Source: an optimization exercise on an open RTL-to-GDS flow (aim: small area, a short achievable clock period and few clock cycles per item). Production flows keep margins and buffers that such runs may drop. At most, simulation tests tie the RTL to the original design; equivalence was not proved. The RTL of runs 1 and 2 was laid out without a check of its function. Power and IR drop assume default switching activity.

===== flow/run.sh =====
#!/bin/bash
# synth_recipe.tcl (not shown) runs the flow's synth.tcl, then flattens the netlist and writes it again
# the make line also repeats each setting of config.mk as NAME=value (left out here)
make -C /OpenROAD-flow-scripts/flow DESIGN_CONFIG=/design/flow/config.mk WORK_HOME=/design/flow/orfs CLKGATE_MAP_FILE= SYNTH_SCRIPT=/design/flow/synth_recipe.tcl finish

===== flow/config.mk =====
export PLATFORM = sky130hd
export DESIGN_NAME = pdcch_top
export DESIGN_NICKNAME = pdcch_top
export VERILOG_FILES = /design/flow/design.v
export SDC_FILE = /design/flow/constraint.sdc
export NUM_CORES = 4
export LEC_CHECK = 0
export ABC_CLOCK_PERIOD_IN_PS = 2500
export CAP_MARGIN = 20
export CORE_MARGIN = 2
export CORE_UTILIZATION = 40
export SETUP_SLACK_MARGIN = 5
export SLEW_MARGIN = 20

===== flow/constraint.sdc =====
create_clock -name core_clock -period 8.5 [get_ports {clk}]
set_input_delay 1.7000 -clock core_clock [delete_from_list [all_inputs] [get_ports {clk}]]
set_output_delay 1.7000 -clock core_clock [all_outputs]
set_load 0.01 [all_outputs]

===== flow/design.v =====
module pdcch_top #(parameter
  TOP_CONFIG_BIT_WIDTH=110,
  CONT_CONFIG_BIT_WIDTH=105,
  OP_DATA_WIDTH=8,
  FIFO_DEPTH=16,
  PTR_SIZE=$clog2(FIFO_DEPTH)
)(
  input                             clk,
  input                             reset,
  input  [TOP_CONFIG_BIT_WIDTH-1:0] s_axis_top_config_data,
  input                             s_axis_top_config_valid,
  output                            s_axis_top_config_ready,
  output [OP_DATA_WIDTH-1:0]        m_axis_top_data,
  output                            m_axis_top_valid,
  input                             m_axis_top_ready
);
  localparam [30:0] X1C = 31'h5e485840;   
  localparam [30:0] R0  = 31'h0099110e;   
  localparam [30:0] R1  = 31'h0132221c;   
  wire [109:0] din  = s_axis_top_config_data;
  wire         vin  = s_axis_top_config_valid;
  wire         mrdy = m_axis_top_ready;
  wire [8:0]  bwpsize  = din[109:101];
  wire [11:0] bwpstart = din[100:89];
  wire        c1       = (din[88:87] == 2'd1);
  wire [6:0]  slot     = din[86:80];
  wire [15:0] nid      = din[79:64];
  wire [3:0]  sym      = din[63:60];
  wire [12:0] doff     = din[57:45];
  function automatic [30:0] a1_2(input [30:0] s);
    a1_2 = {s[4]^s[1], s[3]^s[0], s[30:2]};
  endfunction
  function automatic [30:0] a2_2(input [30:0] s);
    a2_2 = {s[4]^s[3]^s[2]^s[1], s[3]^s[2]^s[1]^s[0], s[30:2]};
  endfunction
  function automatic [30:0] a1_16(input [30:0] s);
    integer m;
    reg [15:0] e;
    begin
      for (m = 0; m < 16; m = m + 1) e[m] = s[m] ^ s[m+3];
      a1_16 = {e, s[30:16]};
    end
  endfunction
  function automatic [30:0] a2_16(input [30:0] s);
    integer m;
    reg [15:0] e;
    begin
      for (m = 0; m < 16; m = m + 1) e[m] = s[m] ^ s[m+1] ^ s[m+2] ^ s[m+3];
      a2_16 = {e, s[30:16]};
    end
  endfunction
  localparam [2:0] WAIT=3'd0, MUL=3'd1, SKIP=3'd2, ACC=3'd3, EMIT=3'd4;
  reg [2:0]  ph;
  reg [30:0] x1, u;
  reg [13:0] acc;
  reg [12:0] sk;
  reg [16:0] cnt;
  reg [3:0]  j;
  reg [1:0]  pst;
  reg        pcur;
  reg [1:0]  od;
  reg        ov, rdy;
  wire ofree    = !ov || mrdy;
  wire p_ok     = (pst == 2'd3);
  reg  last;                        
  wire cnt_hi0  = (cnt[16:4] == 13'd0);
  wire cnt_is1  = cnt_hi0 && (cnt[3:0] == 4'd1);
  wire cnt_is8  = cnt_hi0 && (cnt[3:0] == 4'd8);
  wire emit_now = ((ph == EMIT) || (ph == ACC && !cnt[16])) && ofree;
  wire load     = p_ok && ((ph == WAIT) || (ph == EMIT && emit_now && last));
  wire fast     = |sk[12:3];
  wire skz      = (sk == 13'd0);
  wire [12:0] sk_dec = fast ? sk - 13'd8 : sk - 13'd1;
  wire [16:0] cnt_dec = (ph == SKIP && fast) ? cnt - 17'd8 : cnt - 17'd1;
  wire [1:0] item = {x1[1] ^ (^(u & R1)), x1[0] ^ (^(u & R0))};
  wire [10:0] a_val = {sk[10:4], 4'b0} - {3'b0, sk[10:4], 1'b0} + {7'b0, sk[3:0]} + 11'd1;
  wire [13:0] b_vec = {nid[12:0], 1'b1};    
  wire        bj    = b_vec[j];
  wire [13:0] acc_add = {acc[12:0], 1'b0} + {1'b0, sk};
  wire [11:0] six_b = {sk[8:0], 2'b00} + {1'b0, sk[8:0], 1'b0};   
  always @(posedge clk) begin
    if (reset) begin
      ph   <= WAIT;
      pst  <= 2'd0;
      pcur <= 1'b0;
      ov   <= 1'b0;
      rdy  <= 1'b0;
    end else begin
      rdy <= 1'b0;
      if (emit_now) begin
        od <= item;
        ov <= 1'b1;
      end else if (mrdy)
        ov <= 1'b0;
      if (!pcur) begin
        if (vin) begin
          sk   <= {2'b00, slot, sym};
          acc  <= 14'd0;
          pst  <= 2'd1;
          pcur <= 1'b1;
        end
      end else if (pst == 2'd1) begin
        sk  <= {2'b00, a_val};
        j   <= 4'd13;
        pst <= 2'd2;
      end else if (pst == 2'd2) begin
        acc <= bj ? acc_add : {acc[12:0], 1'b0};
        j   <= j - 4'd1;
        if (j == 4'd0) begin
          pst <= 2'd3;
          sk  <= {4'd0, bwpsize};
        end
      end
      if (load) begin
        u  <= {acc, nid, 1'b0};
        x1 <= c1 ? {X1C[30:12], six_b} : X1C;
        if (c1) begin
          cnt <= 17'd0;
          last <= 1'b1;
          sk  <= {1'b0, bwpstart};
          ph  <= MUL;
        end else begin
          cnt <= {5'd0, six_b};
          last <= (sk[8:0] == 9'd0);
          sk  <= doff;
          if (doff == 13'd0) begin
            ph  <= ACC;
            rdy <= 1'b1;
          end else
            ph <= SKIP;
        end
      end else begin
        case (ph)
          MUL: begin
            if (!skz) begin
              cnt[15:0] <= cnt[15:0] + {4'd0, x1[11:0]};
              sk <= sk - 13'd1;
            end else begin
              x1 <= X1C;
              last <= (cnt == 17'd0);
              sk <= doff;
              ph <= SKIP;
            end
          end
          SKIP: begin
            if (skz) begin
              ph  <= ACC;
              rdy <= 1'b1;
            end else begin
              if (fast) begin
                x1 <= a1_16(x1);
                u  <= a2_16(u);
              end else begin
                x1 <= a1_2(x1);
                u  <= a2_2(u);
              end
              sk  <= sk_dec;
              cnt <= cnt_dec;
              last <= fast ? cnt_is8 : cnt_is1;
              if (sk_dec == 13'd0) begin
                ph  <= ACC;
                rdy <= 1'b1;
              end
            end
          end
          ACC, EMIT: begin
            if (ph == ACC) begin
              pcur <= 1'b0;
              pst  <= 2'd0;
            end
            if (ph == ACC && cnt[16])
              ph <= WAIT;
            else if (emit_now) begin
              x1  <= a1_2(x1);
              u   <= a2_2(u);
              cnt <= cnt_dec;
              last <= cnt_is1;
              if (last) ph <= WAIT;
              else      ph <= EMIT;
            end else
              ph <= EMIT;
          end
          default: ;
        endcase
      end
    end
  end
  assign s_axis_top_config_ready = rdy;
  assign m_axis_top_valid = ov;
  assign m_axis_top_data  = {6'b000000, od};
endmodule

==> results of run 1 <==
## kinds of logic (layout without fill, tap and decap cells)
group,count (synthesis),after routing,synth area share [%]
flops,121,121,35.0
simple gates,367,369,16.6
compound gates,325,325,20.6
xor+xnor,123,123,10.6
mux,24,24,2.74
other cells,1,6,0.0370
buf+inv,112,178,4.55
fa+ha+maj,77,77,9.80
## worst max-delay path, delay by kind of cell
kind / cells / cell delay [ps]
AND/OR/NAND/NOR: 5 / 690
AO/OA/AOI/OAI: 3 / 680
buffers and inverters: 2 / 610
## power by group through the flow
| stage | Clock, mW | Sequential, mW | Combinational (mW) |
|---|---|---|---|
| 3_3_place_gp | 0 | 0.723 | 0.436 |
| 5_1_grt | 0.779 | 0.706 | 0.526 |
| 3_5_place_dp | 0 | 0.723 | 0.441 |
| 4_1_cts | 0.756 | 0.707 | 0.458 |
| 6_report | 0.752 | 0.705 | 0.474 |
| 2_1_floorplan | 0 | 0.704 | 0.317 |
## timing repair
action | in CTS | in global routing
pin swaps | 4 | 3
endpoints found under the hold margin | 0 | 0
endpoints found under the setup margin | 136 | 80
cloned | 2 | 2
buffers inserted | 6 | 10
gates resized for setup | 32 | 17
## layout by cell type, fill, tap and decap left out, types with 12 or more instances in the layout
cell type / Yosys / routed
o21ai_1: 23 / 21
nand3_1: 26 / 24
nor2_1: 114 / 107
o22ai_1: 17 / 17
mux2i_1: 21 / 21
nand2_1: 125 / 121
a211oi_1: 14 / 14
ha_1: 73 / 73
clkdlybuf4s50_1: 0 / 67
edfxtp_1: 113 / 113
nor2b_1: 13 / 12
xor2_1: 32 / 32
a21oi_1: 81 / 81
o21ai_0: 61 / 60
buf_4: 6 / 21
inv_1: 45 / 43
o21a_1: 13 / 13
xnor2_1: 91 / 91
nand2b_1: 17 / 15
clkbuf_16: 0 / 19
nor3_1: 22 / 22
a31oi_1: 25 / 25
## area by class of cell
cell class	instances	area share, %
Multi-Input combinational cell	924	52.3
Sequential cell	121	29.4
Timing Repair Buffer	99	8.43
Clock buffer	20	3.78
Tap cell	330	3.41
Inverter	47	1.50
Clock inverter	12	1.17
## flip-flops by register name (all words and copies together) (netlist names), 2 cells and up
| signal | count |
|---|---|
| pst | 2 |
| x1 | 31 |
| od | 2 |
| sk | 13 |
| cnt | 17 |
| j | 4 |
| u | 31 |
| acc | 14 |
| ph | 3 |
## metal layers
metal / part of all wire [%] / global-route usage, % / wire length [um] / up-vias
met3: 6.6 / 3.96 / 2110 / 77
li1: - / - / - / 4325
met2: 44 / 37.1 / 14000 / 387
met1: 46 / 33.7 / 14600 / 4293
met4: 3.9 / 10.2 / 1250 / 0
met5: 0 / 0 / 0 / -
## worst max path at each step
stage,from,end,slack (ps),cells after the start
after CTS,m_axis_top_ready,x1[2]$_DFFE_PP_,4910,10
final,m_axis_top_ready,sk[3]$_DFFE_PN_,4960,10
after global routing,m_axis_top_ready,sk[3]$_DFFE_PN_,4920,10
after detailed placement,m_axis_top_ready,sk[3]$_DFFE_PN_,3930,10
after global placement,m_axis_top_ready,sk[2]$_DFFE_PN_,3980,10
after floorplan,s_axis_top_config_data[76],acc[10]$_SDFFCE_PN0P_,5010,6
==> metrics.cfg, run 1 <==
[run_status]
status=complete, no violations

[synthesis]
synth_edf_count=113
synthFlopType=edfxtp_1
yosys.area.top_type=edfxtp_1
async_flop_share_pct=0
synth.area.top_cells=edfxtp_1 (33%), ha_1 (9.0%), xnor2_1 (7.9%)
yosysMostFrequentCell=nand2_1
synth_common_cells=nand2_1 (125), nor2_1 (114), edfxtp_1 (113), xnor2_1 (91), a21oi_1 (81)
syn_inst=1150
synth_cell_types=76
netlist_area_mm2=0.0101
ys_seq_elements=121
syn_area_per_cell_um2=8.82
synth_top_area_share_pct=33.5
yosysSeqAreaShare_pct=35.0
ys_warn_count=1

[clocking]
cts_sinks=121
cts-root-buf=clkbuf_16
hold_buffers=0
clk_pin_slew_ps=70
htree_levels=4
cts_buffer_depth=2
clk_latency_ps=430
cts_tree=yes
cts_made_buffers=17

[timing]
fmax_ghz=0.282
fin_hold_ws_ps=553
tns_ps=0
slew_headroom_pct=29.5
hold_viol=0
min_period_over_period_pct=41.7
slew_violations=0
setup_viol=0
fin_crit_ps=3540
finalClockSkew_ps=18.3
worst_pin_slew_ps=1050
worst_slack_ps=4960
grt_setup_unrepaired=yes

[floorplan]
die_area_mm2=0.0266
fp-row-count=58
die_y_um=163
core_area_mm2=0.0250
io_pins=124
die_x_um=163
start_util_pct=40.5

[power_and_ir_drop]
p_int_mw=1.33
p_sw_mw=0.602
seq_power_share_pct=36.5
power_mw=1.93
p_per_area_mw_per_mm2=160
p_sw_share_pct=31.2
comb_power_share_pct=24.5
p_leak_nw=4.48
power.share.clock_pct=39.0
ir_drop_mv=0.0957

[drt]
drc_errors=0
routed_wirelength_um=31900
wire_per_inst_um=20.5
drtPass1Iterations=8
num_vias=9082
via_per_inst=5.85
antenna_left=0
drtIter0Drc=911

[global_route]
grt_first_pass_wirelength_um=49400
antenna_found_initial=0
grt_max_degree=58
grt_pass1_vias=8663
grt_overflow=0
grt_usage_pct=24.2

[place]
dp.cells=1501
postPlaceCellArea_mm2=0.0111
portBuffers=70
place.gp.congestion=0.978
dp_hpwl_um=22400
place_ws_ps=3930

[layout]
layout.cells.non_filler=1553
regArea_mm2=0.00355
drive_gt1_share_pct=8.83
final_util_pct=48.3
layout.nets=1401
fillers=2407
antenna-diode-count=0
syn_to_final_growth_pct=19.3
final_area_mm2=0.0121
multi_input_area_mm2=0.00633

[setup_path]
end_kind=register
max_stage_delay_ps=460
rr_worst_depth=8
crit_chain=clkdlybuf4s50_1 > nand2b_4 > nand2_1 > nand2_2 > and3_4 > buf_12 > nand2_8 > o21ai_4 > a221oi_2 > o21ai_0
critPathKind=in2reg
cp-start-kind=input pin
r2r_setup_slack_ps=5090
critPathArrivalTime_ps=3690
cp_data_required_time_ps=8650
cp_max_fo=9
slowest_stage=clkdlybuf4s50_1
regToRegStartpoint=sk[7]$_DFFE_PN_
r2r-end=sk[3]$_DFFE_PN_

[worst_hold_path]
hp-start=ov$_SDFFE_PP0P_
hold_path_end=ov$_SDFFE_PP0P_
hp-class=reg2reg
whs_path_depth=2

[job]
cap_viol_max_count=0

==> run 2: changes to the inputs <==
--- a/flow/config.mk
+++ b/flow/config.mk
@@ -6,8 +6,6 @@
 export NUM_CORES = 4
 export LEC_CHECK = 0
-export ABC_CLOCK_PERIOD_IN_PS = 2500
 export CAP_MARGIN = 20
 export CORE_MARGIN = 2
 export CORE_UTILIZATION = 40
-export SETUP_SLACK_MARGIN = 5
 export SLEW_MARGIN = 20
==> metrics.cfg, run 2 <==
[run_status]
status=complete, no violations

[layout]
syn_to_final_growth_pct=15.4
final_common_cell=nand2_1
regArea_mm2=0.00355
layout_common_cells=nand2_1 (125), edfxtp_1 (113), nor2_1 (111), xnor2_1 (91), a21oi_1 (81)
antenna-diode-count=0
top_regs=u: 31 flops, x1: 31 flops, cnt: 17 flops
multi_input_area_mm2=0.00616
final_area_mm2=0.0117
drive_gt1_share_pct=5.23
layout.nets=1384
fillers=2424

[floorplan]
die_x_um=163
start_util_pct=40.5
die_y_um=163
die_area_mm2=0.0266
fp-row-count=58
io_pins=124
core_area_mm2=0.0250

[synthesis]
synthFlopType=edfxtp_1
synth_edf_count=113
yosysMostFrequentCell=nand2_1
syn_inst=1150
synth_adder_area_share_pct=9.80
synth_common_cells=nand2_1 (125), nor2_1 (114), edfxtp_1 (113), xnor2_1 (91), a21oi_1 (81)
synth_cell_types=76
yosys.area.top_type=edfxtp_1
syn_area_per_cell_um2=8.82
synth_top_family_by_area=compound AO/OA/AOI/OAI gates
netlist_area_mm2=0.0101
synth.area.top_cells=edfxtp_1 (33%), ha_1 (9.0%), xnor2_1 (7.9%)
synthMuxAreaShare_pct=2.74
synth-compound-area-share_pct=20.6
synthXorXnorAreaFrac_pct=10.6
yosysSeqAreaShare_pct=35.0
ys_warn_count=1
synth_top_area_share_pct=33.5
ys_seq_elements=121
async_flop_share_pct=0
synthSimpleGateAreaFrac_pct=16.6

[global_route]
grt_max_degree=47
grt_first_pass_wirelength_um=47100
grt_pass1_vias=8405
grt_overflow=0
grt_usage_pct=23.2
antenna_found_initial=0

[clocking]
cts_resized=0
htree_levels=4
post_cts_buffers=0
cts_made_buffers=17
clk_latency_ps=430
cts_tree=yes
clk_pin_slew_ps=60
cts-root-buf=clkbuf_16
cts_buffer_depth=2
hold_buffers=0
cts_sinks=121

[timing]
min_period_over_period_pct=48.1
fmax_ghz=0.245
hold_viol=0
fin_crit_ps=4090
grt_setup_unrepaired=no
setup_viol=0
worst_pin_slew_ps=1100
slew_violations=0
slew_headroom_pct=26.3
tns_ps=0
finalClockSkew_ps=14.4

[job]
cap_viol_max_count=0

[drt]
wire_per_inst_um=19.7
drtIter0Drc=843
drc_errors=0
via_per_inst=5.73
num_vias=8803
drtPass1Iterations=6
antenna_left=0
routed_wirelength_um=30200

[power_and_ir_drop]
ir_drop_mv=0.123
p_leak_nw=4.33
p_per_area_mw_per_mm2=163

[place]
postPlaceCellArea_mm2=0.0111
portBuffers=70
place.gp.congestion=0.944
dp_hpwl_um=22600

[setup_path]
end_kind=register
cp_max_fo=15
cp_data_required_time_ps=8780
r2r_setup_slack_ps=4610
cp-start-kind=input pin
critPathArrivalTime_ps=4360
critPathKind=in2reg

[worst_hold_path]
hp-class=reg2reg

==> run 2: cell counts after synthesis <==
Identical to the previous run, type by type.
==> run 2: worst max-delay path, stage by stage <==
cell             delay (ps)
clkdlybuf4s50_1         510
nand2b_1                170
nand2_1                 110
nand2_1                 100
nand3_2                 350
nor2_1                  980
a221oi_1                290
o21ai_0                 140
==> run 2: final cells by class <==
cell class | count | area share [%]
inverters | 47 | 1.51
clock buffers | 18 | 3.67
multi-input cells | 922 | 52.6
repair buffers | 84 | 6.89
clock inverters | 13 | 1.44
flip-flops and latches | 121 | 30.4
well taps | 330 | 3.53
==> run 2: path summary, 6_finish.rpt <==
| kind | start | end | depth (start not counted) |
|---|---|---|---|
| min | x1[26]$_SDFFCE_PP1P_ | x1[24]$_SDFFCE_PP0P_ | 2 |
| max | m_axis_top_ready | sk[3]$_DFFE_PN_ | 8 |
| min reg2reg | x1[26]$_SDFFCE_PP1P_ | x1[24]$_SDFFCE_PP0P_ | 2 |
| max reg2reg | sk[8]$_DFFE_PN_ | sk[10]$_DFFE_PN_ | 10 |
==> run 2: kinds of logic after synthesis <==
kind of cell	Yosys count
simple gates	367
compound gates	325
xor+xnor	123
flops	121
buf+inv	112
fa+ha+maj	77
mux	24
other cells	1
==> run 2: report_power, final <==
| group | switching [mW] | total, mW | internal [mW] | leakage (nW) |
|---|---|---|---|---|
| clock network | 0.293 | 0.756 | 0.463 | 0.287 |
| registers | 0.0334 | 0.707 | 0.673 | 1.11 |
| logic | 0.256 | 0.449 | 0.194 | 2.93 |
==> run 2: layer usage <==
metal	routed length [um]	global-route usage (%)
met1	13800	32.1
met2	13400	35.6
met3	2080	4.88
met4	857	8.69
met5	0	0
==> run 2: metrics by stage <==
stage          util [%]  hold WS (ps)  setup slack, ps  std cells  power (mW)
5_1_grt            46.7           583             4240       1535        2.00
6_report           46.7           569             4410       1535        1.91
3_3_place_gp       44.4           539             3970       1504        1.16
3_5_place_dp       44.4           546             3990       1504        1.16
2_1_floorplan         -           527             4360       1155        1.02
4_1_cts            46.7           564             4440       1535        1.92
==> run 3: changes to the inputs <==
--- a/flow/design.v
+++ b/flow/design.v
@@ -28,4 +28,5 @@
   wire [3:0]  sym      = din[63:60];
   wire [12:0] doff     = din[57:45];
+  wire [11:0] six_b    = {bwpsize, 2'b00} + {1'b0, bwpsize, 1'b0};
   function automatic [30:0] a1_2(input [30:0] s);
     a1_2 = {s[4]^s[1], s[3]^s[0], s[30:2]};
@@ -63,8 +64,5 @@
   wire ofree    = !ov || mrdy;
   wire p_ok     = (pst == 2'd3);
-  reg  last;                        
-  wire cnt_hi0  = (cnt[16:4] == 13'd0);
-  wire cnt_is1  = cnt_hi0 && (cnt[3:0] == 4'd1);
-  wire cnt_is8  = cnt_hi0 && (cnt[3:0] == 4'd8);
+  wire last     = (cnt == 17'd0);
   wire emit_now = ((ph == EMIT) || (ph == ACC && !cnt[16])) && ofree;
   wire load     = p_ok && ((ph == WAIT) || (ph == EMIT && emit_now && last));
@@ -77,6 +75,4 @@
   wire [13:0] b_vec = {nid[12:0], 1'b1};    
   wire        bj    = b_vec[j];
-  wire [13:0] acc_add = {acc[12:0], 1'b0} + {1'b0, sk};
-  wire [11:0] six_b = {sk[8:0], 2'b00} + {1'b0, sk[8:0], 1'b0};   
   always @(posedge clk) begin
     if (reset) begin
@@ -105,10 +101,7 @@
         pst <= 2'd2;
       end else if (pst == 2'd2) begin
-        acc <= bj ? acc_add : {acc[12:0], 1'b0};
+        acc <= {acc[12:0], 1'b0} + (bj ? {1'b0, sk} : 14'd0);
         j   <= j - 4'd1;
-        if (j == 4'd0) begin
-          pst <= 2'd3;
-          sk  <= {4'd0, bwpsize};
-        end
+        if (j == 4'd0) pst <= 2'd3;
       end
       if (load) begin
@@ -117,10 +110,8 @@
         if (c1) begin
           cnt <= 17'd0;
-          last <= 1'b1;
           sk  <= {1'b0, bwpstart};
           ph  <= MUL;
         end else begin
           cnt <= {5'd0, six_b};
-          last <= (sk[8:0] == 9'd0);
           sk  <= doff;
           if (doff == 13'd0) begin
@@ -138,5 +129,4 @@
             end else begin
               x1 <= X1C;
-              last <= (cnt == 17'd0);
               sk <= doff;
               ph <= SKIP;
@@ -157,5 +147,4 @@
               sk  <= sk_dec;
               cnt <= cnt_dec;
-              last <= fast ? cnt_is8 : cnt_is1;
               if (sk_dec == 13'd0) begin
                 ph  <= ACC;
@@ -175,5 +164,4 @@
               u   <= a2_2(u);
               cnt <= cnt_dec;
-              last <= cnt_is1;
               if (last) ph <= WAIT;
               else      ph <= EMIT;
==> metrics.cfg, run 3 <==
[run_status]
status=complete, no violations

[worst_hold_path]
whs_path_depth=2
hp-start=x1[21]$_SDFFCE_PP0P_
hold_path_end=x1[5]$_DFFE_PP_
hp-class=reg2reg

[synthesis]
yosysSeqAreaShare_pct=35.2
synthFlopType=edfxtp_1
syn_area_per_cell_um2=8.84
syn_inst=1131
ys_seq_elements=120
synthMuxAreaShare_pct=1.05
synthSimpleGateAreaFrac_pct=19.8
netlist_area_mm2=0.0100
synthXorXnorAreaFrac_pct=9.46
synth_common_cells=nand2_1 (123), edfxtp_1 (112), nor2_1 (111), o21ai_0 (79), xnor2_1 (77)
synth_top_area_share_pct=33.6
yosysMostFrequentCell=nand2_1
synth_top_family_by_area=compound AO/OA/AOI/OAI gates
async_flop_share_pct=0
yosys.area.top_type=edfxtp_1
ys_warn_count=1
synth_cell_types=81
synth_edf_count=112
synth_adder_area_share_pct=8.69
synth-compound-area-share_pct=21.4
synth.area.top_cells=edfxtp_1 (34%), ha_1 (7.9%), xnor2_1 (6.7%)

[clocking]
hold_buffers=0
cts_sinks=120
cts_resized=0
cts-root-buf=clkbuf_16
htree_levels=4
cts_buffer_depth=2
clk_pin_slew_ps=70
clk_latency_ps=420
post_cts_buffers=0
cts_tree=yes
cts_made_buffers=17

[power_and_ir_drop]
p_leak_nw=4.18
ir_drop_mv=0.101
p_per_area_mw_per_mm2=167

[floorplan]
fp-row-count=57
io_pins=124
core_area_mm2=0.0245
die_area_mm2=0.0263
die_x_um=162
start_util_pct=40.9
die_y_um=162

[setup_path]
r2r-end=acc[13]$_SDFFCE_PN0P_
cp_data_required_time_ps=8680
end_kind=register
cp_max_fo=13
r2r_setup_slack_ps=4140
regToRegStartpoint=j[0]$_SDFFCE_PP1P_
rr_worst_depth=14
critPathArrivalTime_ps=5560
critPathKind=in2reg
cp-start-kind=input pin

[place]
dp_hpwl_um=21200
portBuffers=70
place.gp.congestion=0.933
postPlaceCellArea_mm2=0.0109
dp.cells=1480

[timing]
tns_ps=0
min_period_over_period_pct=63.3
slew_headroom_pct=25.8
fin_hold_ws_ps=547
fmax_ghz=0.186
fin_crit_ps=5380
grt_setup_unrepaired=no
worst_pin_slew_ps=1110
finalClockSkew_ps=13.9
hold_viol=0
setup_viol=0
slew_violations=0

[layout]
drive_gt1_share_pct=5.89
layout_common_cells=nand2_1 (123), edfxtp_1 (112), nor2_1 (109), o21ai_0 (79), xnor2_1 (77)
final_util_pct=47.3
layout.cells.non_filler=1512
final_area_mm2=0.0116
top_regs=u: 31 flops, x1: 31 flops, cnt: 17 flops
antenna-diode-count=0
final_common_cell=nand2_1
syn_to_final_growth_pct=15.6
layout.nets=1356

[drt]
routed_wirelength_um=28800
drtIter0Drc=720
num_vias=8689
drc_errors=0
via_per_inst=5.75
drtPass1Iterations=5
wire_per_inst_um=19.0
antenna_left=0

[global_route]
grt_first_pass_wirelength_um=45500
grt_usage_pct=22.0
grt_overflow=0
grt_max_degree=50
antenna_found_initial=0
grt_pass1_vias=8314

[job]
cap_viol_max_count=0

[run 3: cell types whose count changed after synthesis, sizes merged, moves of 6 or more]
cell / before / now
ha: 73 / 63
a21oi: 81 / 72
clkbuf: 49 / 36
a211oi: 14 / 24
buf: 16 / 25
inv: 46 / 35
mux2i: 21 / 6
a222oi: 9 / 3
xnor2: 91 / 77
and2: 3 / 27
[run 3: routing by layer]
layer	routed length (um)	vias to the layer above	global-route usage, %
li1	-	4268	-
met1	13300	4115	29.6
met2	13500	268	36.7
met3	1360	38	2.81
met4	638	0	7.44
met5	0	-	0
[run 3: report_power, final]
part | switching (mW) | leakage (nW) | internal [mW]
Clock | 0.290 | 0.317 | 0.522
Sequential | 0.0423 | 1.09 | 0.673
Combinational | 0.219 | 2.78 | 0.183
[run 3: critical path, stage by stage]
cell,delay [ps]
clkdlybuf4s50_1,420
mux4_2,490
a211oi_1,260
a21oi_1,80
buf_4,190
and2_1,170
ha_1,220
fa_1,430
a211oi_1,240
nor2_1,120
o41ai_1,380
o21ai_0,210
o41ai_1,390
xnor2_1,100
and2_1,160
[run 3: cell families after synthesis]
logic type | Yosys count
compound gates | 327
xor+xnor | 108
fa+ha+maj | 67
buf+inv | 96
flops | 120
mux | 8
other cells | 1
simple gates | 404
[run 3: layout make-up]
class | count | area, um2
tap | 324 | 405
multi-input combinational | 920 | 6070
sequential | 120 | 3520
timing repair buffer | 81 | 783
clock inverter | 15 | 224
clock buffer | 17 | 425
inverter | 35 | 131
fill | 2406 | 12900
[run 3: through the flow]
stage               worst slack [ps]  total power [mW]
floorplan                       3720              1.00
detailed placement              2710              1.12
global placement                2730              1.12
CTS                             3140              1.93
finish                          3120              1.93
global route                    2850              2.01
[run 3: worst max-delay path by stage]
stage,start,endpoint,depth (start not counted)
after floorplan,s_axis_top_config_data[70],acc[13]$_SDFFCE_PN0P_,13
after global placement,s_axis_top_config_data[70],acc[13]$_SDFFCE_PN0P_,15
after detailed placement,s_axis_top_config_data[70],acc[13]$_SDFFCE_PN0P_,15
after CTS,s_axis_top_config_data[70],acc[13]$_SDFFCE_PN0P_,15
after global routing,s_axis_top_config_data[70],acc[13]$_SDFFCE_PN0P_,15
final,s_axis_top_config_data[70],acc[13]$_SDFFCE_PN0P_,15
Testbench counts of run 3, summed over its fixed seeds: cycles 14,881, items 13,663.

==> what the ideal ports hide <==
Ports are ideal in the flow. The routed layouts listed here were re-timed in OpenROAD. Step 1 sets driving cells, clkbuf_16 on the clock port and buf_2 on the other inputs (assumed; they add their load-dependent delay and slew). Step 2 moves the port delays by t, midway between the first and last clock arrival at a register: inputs arrive t later, outputs are due t later. That takes back most of the time a late clock gives input paths. Three values: no drivers, after step 1, after step 2; two values: the first two.
run	t, ns	slack for setup (ns)	worst hold slack (ns)	worst setup path at the end
run 1	0.472	4.958 / 4.982 / 4.510	0.553 / 0.553 / 0.553	input to register
run 2	0.474	4.414 / 4.441 / 3.967	0.569 / 0.569 / 0.569	input to register
run 3	0.460	3.121 / 3.147 / 2.687	0.547 / 0.547 / 0.547	input to register
After both steps every run listed still meets setup and hold. For run 1, which loses most, drivers alone change the setup slack by +0.024 ns; drivers and shift together by -0.448 ns.
